This design comes from an exercise in tuning for small area on the open sky130 flow, not from production work. Where RTL was checked, it was by simulation tests only, not by an equivalence proof against the original. No activity file was given, so power comes from the tool's default toggle rates.

## snake_top
module snake_top(
	input CLOCK_50,
	input [4:0] KEY,            
	output [3:0] VGA_R,
	output [3:0] VGA_G,
	output [3:0] VGA_B,
	output VGA_HS,
	output VGA_VS,
	output [6:0] HEX0,
	output [6:0] HEX1,
	output [6:0] HEX2,
	output [6:0] HEX3,
	output [6:0] HEX4,
	output [6:0] HEX5
);
Size in the first run: about 1,400 cells after synthesis, ~300 flip-flops, roughly 0.014 mm2 of cells after synthesis.
Settings: LEC_CHECK=0, CAP_MARGIN=20, CORE_MARGIN=2, CORE_UTILIZATION=60, SLEW_MARGIN=20; clock period 20.0 ns.
standard.sh (not shown) runs the stock make flow with config.mk's settings and CLKGATE_MAP_FILE= SYNTH_SCRIPT=/design/flow/synth_recipe.tcl, a recipe that flattens the netlist after the stock synthesis.
==> flow/flow/run.sh <==
#!/bin/bash
# The standard ORFS layout (standard.sh, unchanged) with two settings
# passed through the environment:
#  - the port buffers that buffer_ports inserts use the smallest buffer
#    (every input and output port still gets its own buffer);
#  - clock tree synthesis clusters the flip-flops up to 10 to a buffer
#    within 40 um, uses clkbuf_4 and adds no dummy loads.
# standard.sh's output goes to standard.log; ORFS keeps each tool's log
# under orfs/logs/.
set -o pipefail
export BUFFER_PORTS_ARGS="-buffer_cell sky130_fd_sc_hd__buf_1"
export CTS_ARGS="-sink_clustering_enable -repair_clock_nets -sink_clustering_size 10 -sink_clustering_max_diameter 40 -buf_list sky130_fd_sc_hd__clkbuf_4 -dont_use_dummy_load"
bash standard.sh > standard.log 2>&1
Rerun with:
--- a/flow/design.v
+++ b/flow/design.v
@@ -135,29 +135,38 @@
 	if (reset) begin
 		for (p = 0; p <= 8; p = p + 1)
 			ring_lo[p] <= 2'b00;
 	end else begin
 		for (p = 1; p <= 8; p = p + 1)
 			ring_lo[p] <= ring_lo[p-1];
 		ring_lo[0] <= move ? direction : tap;
 	end
 end
+reg [5:0] nx;
+reg [4:0] ny;
+always @(*) begin
+	nx = px_w;
+	ny = py_w;
+	if (!zero_j)
+		case (tap)
+			2'b00: ny = py_w - 5'd1;
+			2'b01: nx = px_w + 6'd1;
+			2'b10: ny = py_w + 5'd1;
+			2'b11: nx = px_w - 6'd1;
+		endcase
+end
 always @(posedge CLOCK_50) begin
 	if (ld || !cvis) begin
 		px_w <= tx;
 		py_w <= ty;
-	end else if (!zero_j) begin
-		case (tap)
-			2'b00: py_w <= py_w - 5'd1;
-			2'b01: px_w <= px_w + 6'd1;
-			2'b10: py_w <= py_w + 5'd1;
-			2'b11: px_w <= px_w - 6'd1;
-		endcase
+	end else begin
+		px_w <= nx;
+		py_w <= ny;
 	end
 end
 reg [38:2] mask;
 reg bld;
 reg built;
 wire hblank = (hcount >= 640);
 wire [4:0] mask_row = hblank ? vinc[8:4] : vcount[8:4];
 wire start = ld && !tick && hblank && !built;
 reg pend;
@@ -216,33 +225,31 @@
 		if (ld)
 			coll <= 0;
 		else begin
 			if (cvis && !j0 && px_w == hx && py_w == hy)
 				coll <= 1;
 			if (last_vis)
 				clr_f <= (py_w == mask_row) && !zero_j;
 		end
 		lc_d <= !ld && last_cvis;
+		if (!ld && j0 && !first_move) begin
+			hx <= nx;
+			hy <= ny;
+		end
 		if (!ld && lc_d && w == 62 && !(grow_vis && !sat)) begin
 			tx <= px_w;
 			ty <= py_w;
 		end
 		if (go_tick) begin
 			lfsr_x <= {lfsr_x[4:0], lfsr_x[5] ^ lfsr_x[2]};
 			lfsr_y <= {lfsr_y[3:0], lfsr_y[4] ^ lfsr_y[2]};
 			if (lfsr_x <= 1 || lfsr_x >= 39) lfsr_x <= 5;
 			if (lfsr_y <= 1 || lfsr_y >= 29) lfsr_y <= 5;
-			case (direction)
-				2'b00: hy <= hy - 5'd1;
-				2'b01: hx <= hx + 6'd1;
-				2'b10: hy <= hy + 5'd1;
-				2'b11: hx <= hx - 6'd1;
-			endcase
 			if (coll || wall)
 				game_over <= 1;
 		end
 		if (move) begin
 			if (!(zt == 6 && zo == 4)) begin
 				if (zo == 9) begin
 					zo <= 0;
 					zt <= zt + 3'd1;
 				end else
- cell count came out lower by about 2%
- setup slack gets better by 0.35 ns
- global-route usage hardly moves
- final area falls by 1.6%
- wire length falls by 2.5%
- sequential power is lower by about 0.7%
- die area decreases by 1.4%
- clock power came out higher by about 1%
- total power fell by about 0.3%
- clock-buffer cell count is higher by 1
- sequential share of layout area is about the same
- combinational power decreases by 24%
- via count went down by about 1.4%
- critical path depth is lower by 3
Function not checked in the first run of this note: the RTL went through the layout flow alone.


Another version of the RTL of snake_top (not shown whole).
Size in the first run: ~1400 cells after synthesis, ~310 flip-flops, about 62 I/O pins, roughly 14000 sq um of cells after synthesis.
==> flow/config.mk <==
export PLATFORM = sky130hd
export DESIGN_NAME = snake_top
export DESIGN_NICKNAME = snake_top
export VERILOG_FILES = /design/flow/design.v
export SDC_FILE = /design/flow/constraint.sdc
export NUM_CORES = 4
export LEC_CHECK = 0
export CAP_MARGIN = 20
export CORE_MARGIN = 2
export CORE_UTILIZATION = 60
export SLEW_MARGIN = 20
==> flow/constraint.sdc <==
create_clock -name core_clock -period 20.0 [get_ports {CLOCK_50}]
set_input_delay 4.0000 -clock core_clock [delete_from_list [all_inputs] [get_ports {CLOCK_50}]]
set_output_delay 4.0000 -clock core_clock [all_outputs]
set_load 0.01 [all_outputs]
Scripts as last shown in full above: flow/flow/run.sh
Then changed:
--- a/flow/design.v
+++ b/flow/design.v
@@ -89,15 +89,16 @@
 reg [3:0] lt;          
 reg [3:0] lo;          
 reg sat;               
 reg [2:0] zt;          
 reg [3:0] zo;          
 reg [5:0] tx;          
 reg [4:0] ty;
-reg lc_d;              
+reg [1:0] tlink;       
+reg tzero;
 reg coll;              
 reg [5:0] clr_x;       
 reg clr_f;
 reg [1:0] ring_lo [0:8];
 reg [1:0] ring_hi [9:64];
 wire [1:0] tap = ring_hi[64];
 wire wall = (hx >= 39) || (hy >= 29) || (hx <= 1) || (hy == 0);
@@ -202,33 +203,33 @@
 		hx <= 20;
 		hy <= 15;
 		lt <= 1;
 		lo <= 0;
 		sat <= 0;
 		zt <= 0;
 		zo <= 0;
-		tx <= 20;          
-		ty <= 23;          
-		lc_d <= 0;
+		tx <= 20;
+		ty <= 24;
+		tlink <= 2'b00;
+		tzero <= 0;
 		coll <= 0;
 		clr_f <= 0;
 	end else begin
 		sat <= sat | len64;
 		if (ld)
 			coll <= 0;
 		else begin
 			if (cvis && !j0 && px_w == hx && py_w == hy)
 				coll <= 1;
 			if (last_vis)
 				clr_f <= (py_w == mask_row) && !zero_j;
-		end
-		lc_d <= !ld && last_cvis;
-		if (!ld && lc_d && w == 62 && !(grow_vis && !sat)) begin
-			tx <= px_w;
-			ty <= py_w;
+			if (last_cvis) begin
+				tlink <= tap;
+				tzero <= zero_j;
+			end
 		end
 		if (go_tick) begin
 			lfsr_x <= {lfsr_x[4:0], lfsr_x[5] ^ lfsr_x[2]};
 			lfsr_y <= {lfsr_y[3:0], lfsr_y[4] ^ lfsr_y[2]};
 			if (lfsr_x <= 1 || lfsr_x >= 39) lfsr_x <= 5;
 			if (lfsr_y <= 1 || lfsr_y >= 29) lfsr_y <= 5;
 			case (direction)
@@ -256,14 +257,22 @@
 					lo <= 0;
 					lt <= lt + 4'd1;
 				end else
 					lo <= lo + 4'd1;
 				ax <= lfsr_x % 40;
 				ay <= lfsr_y % 30;
 			end
+			if (!(grow_vis && !sat) && !tzero) begin
+				case (tlink)
+					2'b00: ty <= ty - 5'd1;
+					2'b01: tx <= tx + 6'd1;
+					2'b10: ty <= ty + 5'd1;
+					2'b11: tx <= tx - 6'd1;
+				endcase
+			end
 		end
 	end
 end
 wire [5:0] cell_x = hcount[9:4];
 wire [4:0] cell_y = vcount[8:4];
 wire [31:0] mlo = {mask[31:2], 2'b00};
 wire [7:0] mhi = {1'b0, mask[38:32]};
=> Routed wire length is about the same. Worst setup slack gets better by 0.18 ns. Die area came out higher slightly. First-iteration DRC count increases by about a fifth. Cell count went up by a few percent. Clock-buffer cell count rose by 1. Combinational power is about the same.
The RTL of the first run of this note was laid out without a check of its function.


Setup of old:
Another version of the RTL of snake_top (not shown whole).
For scale: roughly 300 flip-flops, about 62 I/O pins, ~0.013 mm² of cells after synthesis.
## snake_top
module snake_top(
	input CLOCK_50,
	input [4:0] KEY,            
	output [3:0] VGA_R,
	output [3:0] VGA_G,
	output [3:0] VGA_B,
	output VGA_HS,
	output VGA_VS,
	output [6:0] HEX0,
	output [6:0] HEX1,
	output [6:0] HEX2,
	output [6:0] HEX3,
	output [6:0] HEX4,
	output [6:0] HEX5
);
make LEC_CHECK=0 CAP_MARGIN=20 CORE_MARGIN=2 CORE_UTILIZATION=60 CTS_BUF_LIST=sky130_fd_sc_hd__clkbuf_8 CTS_CLUSTER_DIAMETER=60 CTS_CLUSTER_SIZE=16 SLEW_MARGIN=20 finish   # period 20.0 ns
run.sh (not shown) runs the stock make flow with config.mk's settings and CLKGATE_MAP_FILE= SYNTH_SCRIPT=/design/flow/synth_recipe.tcl, a recipe that flattens the netlist after the stock synthesis.
Stock flow here: none of the scripts above is used.
Inputs modified between old and new:
--- a/flow/design.v
+++ b/flow/design.v
@@ -86,14 +86,14 @@
 reg [4:0] ay;
 reg [5:0] lfsr_x;
 reg [4:0] lfsr_y;
 reg [3:0] lt;          
 reg [3:0] lo;          
 reg sat;               
-reg moved;             
-reg t_init;            
+reg [2:0] zt;          
+reg [3:0] zo;          
 reg [5:0] tx;          
 reg [4:0] ty;
 reg lc_d;              
 reg coll;              
 reg [5:0] clr_x;       
 reg clr_f;
@@ -109,14 +109,13 @@
 wire len0 = (lt == 0) && (lo == 0);
 reg [5:0] px_w;
 reg [4:0] py_w;
 reg vis;               
 reg vprev;             
 wire cvis = vis || sat;
-reg ge;                
-wire zero_j = ge && (py_w == 15);    
+wire zero_j = (zt == qt) && (zo == qo);
 wire last_vis = !vprev;
 wire last_cvis = !(vprev || sat) || (qt == 6 && qo == 3);
 always @(posedge CLOCK_50 or posedge reset) begin
 	if (reset)
 		vprev <= 1;
 	else
@@ -127,14 +126,15 @@
 always @(posedge CLOCK_50) begin : ring_rot
 	integer p;
 	for (p = 1; p <= 64; p = p + 1)
 		ring[p] <= ring[p-1];
 	ring[0] <= move ? direction : tap;
 end
+reg ge;                
 always @(posedge CLOCK_50)
-	ge <= ld ? t_init : (ge && !(zero_j && cvis));
+	ge <= ld ? !(zt == 6 && zo == 4) : (ge && !zero_j);
 reg [5:0] nx;
 reg [4:0] ny;
 always @(*) begin
 	nx = px_w;
 	ny = py_w;
 	if (ge && !zero_j)
@@ -160,13 +160,13 @@
 reg bld;
 reg built;
 wire hblank = (hcount >= 640);
 wire [4:0] mask_row = hblank ? vinc[8:4] : vcount[8:4];
 wire start = ld && !tick && hblank && !built;
 reg pend;
-wire first_move = !moved;
+wire first_move = (zt == 0) && (zo == 0);
 wire set_en = ld ? (move && !(len0 && !eat) && !first_move) : (bld && vis);
 wire mhit = pend || (set_en && py_w == mask_row);
 wire [5:0] maddr = pend ? clr_x : px_w;
 always @(posedge CLOCK_50) begin
 	if (ld)
 		bld <= start;
@@ -199,14 +199,14 @@
 		ay <= 7;
 		hx <= 20;
 		hy <= 15;
 		lt <= 1;
 		lo <= 0;
 		sat <= 0;
-		moved <= 0;
-		t_init <= 1;
+		zt <= 0;
+		zo <= 0;
 		tx <= 20;          
 		ty <= 23;          
 		lc_d <= 0;
 		coll <= 0;
 	end else begin
 		sat <= sat | len64;
@@ -221,24 +221,29 @@
 			hx <= nx;
 			hy <= ny;
 		end
 		if (!ld && lc_d && w == 62 && !(grow_vis && !sat)) begin
 			tx <= px_w;
 			ty <= py_w;
-			t_init <= ge;
 		end
 		if (go_tick) begin
 			lfsr_x <= {lfsr_x[4:0], lfsr_x[5] ^ lfsr_x[2]};
 			lfsr_y <= {lfsr_y[3:0], lfsr_y[4] ^ lfsr_y[2]};
 			if (lfsr_x <= 1 || lfsr_x >= 39) lfsr_x <= 5;
 			if (lfsr_y <= 1 || lfsr_y >= 29) lfsr_y <= 5;
 			if (coll || wall)
 				game_over <= 1;
 		end
 		if (move) begin
-			moved <= 1;
+			if (!(zt == 6 && zo == 4)) begin
+				if (zo == 9) begin
+					zo <= 0;
+					zt <= zt + 3'd1;
+				end else
+					zo <= zo + 4'd1;
+			end
 			if (eat) begin
 				if (len_wrap) begin
 					lt <= 0;
 					lo <= 0;
 				end else if (lo == 9) begin
 					lo <= 0;
[summary]
NOTE: die area in new exceeds that of old. Delta (new minus old): clock-buffer cell count now larger; clock period minus worst slack now smaller. new vs old on routed wire length: new is the higher one. Diff old -> new: cell-internal power up about 7%, post-synthesis async set-or-reset flop share now sits higher, setup slack now sits higher.


Setup of JK:
Another version of the RTL of snake_top (not shown whole).
Size: roughly 300 flip-flops, ~62 I/O pins.
export LEC_CHECK = 0
export CAP_MARGIN = 20
export CORE_MARGIN = 2
export CORE_UTILIZATION = 60
export SLEW_MARGIN = 20
create_clock -name core_clock -period 20.0 [get_ports {CLOCK_50}]
standard.sh (not shown) runs the stock make flow with config.mk's settings and CLKGATE_MAP_FILE= SYNTH_SCRIPT=/design/flow/synth_recipe.tcl, a recipe that flattens the netlist after the stock synthesis.
Scripts as last shown in full above: flow/flow/run.sh
What MS does differently from JK at the input level:
-- flow/design.v --
<<< JK, line 90
reg [3:0] lo;          
reg sat;               
reg [2:0] zt;          
reg [3:0] zo;          
reg [5:0] tx;          
reg [4:0] ty;
>>> MS, line 90
reg [3:0] lo;          
reg sat;               
reg moved;             
reg t_init;            
reg [5:0] tx;          
reg [4:0] ty;
<<< JK, line 113
reg vprev;             
wire cvis = vis || sat;
wire zero_j = (zt == qt) && (zo == qo);
wire last_vis = !vprev;
wire last_cvis = !(vprev || sat) || (qt == 6 && qo == 3);
>>> MS, line 113
reg vprev;             
wire cvis = vis || sat;
reg ge;                
wire zero_j = ge && (px_w == 20) && (py_w == 15);
wire last_vis = !vprev;
wire last_cvis = !(vprev || sat) || (qt == 6 && qo == 3);
<<< JK, line 130
	ring[0] <= move ? direction : tap;
end
reg ge;                
always @(posedge CLOCK_50)
	ge <= ld ? !(zt == 6 && zo == 4) : (ge && !zero_j);
reg [5:0] nx;
reg [4:0] ny;
>>> MS, line 131
	ring[0] <= move ? direction : tap;
end
always @(posedge CLOCK_50)
	ge <= ld ? t_init : (ge && !(zero_j && cvis));
reg [5:0] nx;
reg [4:0] ny;
<<< JK, line 164
wire start = ld && !tick && hblank && !built;
reg pend;
wire first_move = (zt == 0) && (zo == 0);
wire set_en = ld ? (move && !(len0 && !eat) && !first_move) : (bld && vis);
wire mhit = pend || (set_en && py_w == mask_row);
>>> MS, line 164
wire start = ld && !tick && hblank && !built;
reg pend;
wire first_move = !moved;
wire set_en = ld ? (move && !(len0 && !eat) && !first_move) : (bld && vis);
wire mhit = pend || (set_en && py_w == mask_row);
<<< JK, line 203
		lo <= 0;
		sat <= 0;
		zt <= 0;
		zo <= 0;
		tx <= 20;          
		ty <= 23;          
>>> MS, line 203
		lo <= 0;
		sat <= 0;
		moved <= 0;
		t_init <= 1;
		tx <= 20;          
		ty <= 23;          
<<< JK, line 225
			tx <= px_w;
			ty <= py_w;
		end
		if (go_tick) begin
>>> MS, line 225
			tx <= px_w;
			ty <= py_w;
			t_init <= ge;
		end
		if (go_tick) begin
<<< JK, line 235
		end
		if (move) begin
			if (!(zt == 6 && zo == 4)) begin
				if (zo == 9) begin
					zo <= 0;
					zt <= zt + 3'd1;
				end else
					zo <= zo + 4'd1;
			end
			if (eat) begin
				if (len_wrap) begin
>>> MS, line 236
		end
		if (move) begin
			moved <= 1;
			if (eat) begin
				if (len_wrap) begin
<<< JK, line 268
reg [2:0] tc;          
reg [2:0] tl;          
reg [3:0] tr;          
always @(*) begin
	tr = 15;
	if (vcount > 200 && vcount <= 210) tr = 0;
	if (vcount > 210 && vcount <= 220) tr = 1;
	if (vcount > 220 && vcount <= 230) tr = 2;
	if (vcount > 230 && vcount <= 240) tr = 3;
	if (vcount > 240 && vcount <= 250) tr = 4;
	if (vcount > 250 && vcount <= 260) tr = 5;
	if (vcount > 260 && vcount <= 270) tr = 6;
	if (vcount > 270 && vcount <= 280) tr = 7;
	if (vcount > 280 && vcount <= 290) tr = 8;
	if (vcount > 290 && vcount <= 300) tr = 9;
	if (vcount > 300 && vcount <= 310) tr = 10;
	if (vcount > 310 && vcount <= 320) tr = 11;
	if (vcount > 320 && vcount <= 330) tr = 12;
	if (vcount > 330 && vcount <= 340) tr = 13;
	if (vcount > 340 && vcount <= 350) tr = 14;
end
always @(posedge CLOCK_50) begin
>>> MS, line 263
reg [2:0] tc;          
reg [2:0] tl;          
reg [3:0] vsub;        
reg [3:0] tr;          
always @(posedge CLOCK_50 or posedge reset) begin
	if (reset)
		tr <= 15;
	else if (!clk25 && hend) begin
		if (vcount == 200)
			tr <= 0;
		else if (vsub == 9 && tr != 15)
			tr <= tr + 4'd1;
	end
end
always @(posedge CLOCK_50) begin
<<< JK, line 302
		end else
			hsub <= hsub + 4'd1;
	end
end
>>> MS, line 290
		end else
			hsub <= hsub + 4'd1;
		if (hend) begin
			if (vcount == 200 || vsub == 9)
				vsub <= 0;
			else
				vsub <= vsub + 4'd1;
		end
	end
end
[summary]
- In MS relative to JK, wire length had gone up by a few percent.
- Period utilization came out lower on MS than on JK.
- JK vs MS, capture point of the worst path: VGA_G[3] vs VGA_G[0]
- When MS is measured against JK, its post-route total power turns out about 2.3% higher.
- Row mean instance size in the synthesized netlist: MS higher / JK lower
- Comparing MS and JK, the lower basic-gate share of the synthesized area counting and, or, nand and nor cells is on MS.
For MS, only the layout was checked, not whether the RTL still works.

==> port drivers added, routing unchanged <==
In the flow no input, the clock included, has a driving cell. The finished layouts below were timed again as built, in two steps. Step 1 sets driving cells, clkbuf_16 on the clock port and buf_2 on the other inputs (assumed; they add their load-dependent delay and slew). Step 2, shift: input delay + t, output delay - t, t = (earliest + latest rising clock arrival at the registers) / 2. This alone moves slack from input paths to output paths. Slacks: ideal / step 1 / step 2; pairs: ideal / step 1.
run	t (ns)	setup WS [ns]	latest minus earliest clock arrival (ns)
the first run of note 1	0.635	10.910 / 10.869 / 11.503	0.149 / 0.149
the second run of note 1	0.669	11.260 / 11.214 / 11.883	0.062 / 0.062
the first run of note 2	0.683	12.259 / 12.219 / 12.902	0.109 / 0.110
the second run of note 2	0.671	12.441 / 12.401 / 13.072	0.084 / 0.084
old	0.629	11.779 / 11.736 / 12.365	0.024 / 0.025
new	0.627	11.823 / 11.779 / 12.407	0.018 / 0.019
JK	0.652	11.257 / 11.214 / 11.866	0.114 / 0.114
MS	0.659	12.567 / 12.526 / 13.185	0.087 / 0.087
After both steps every run listed still meets setup and hold.
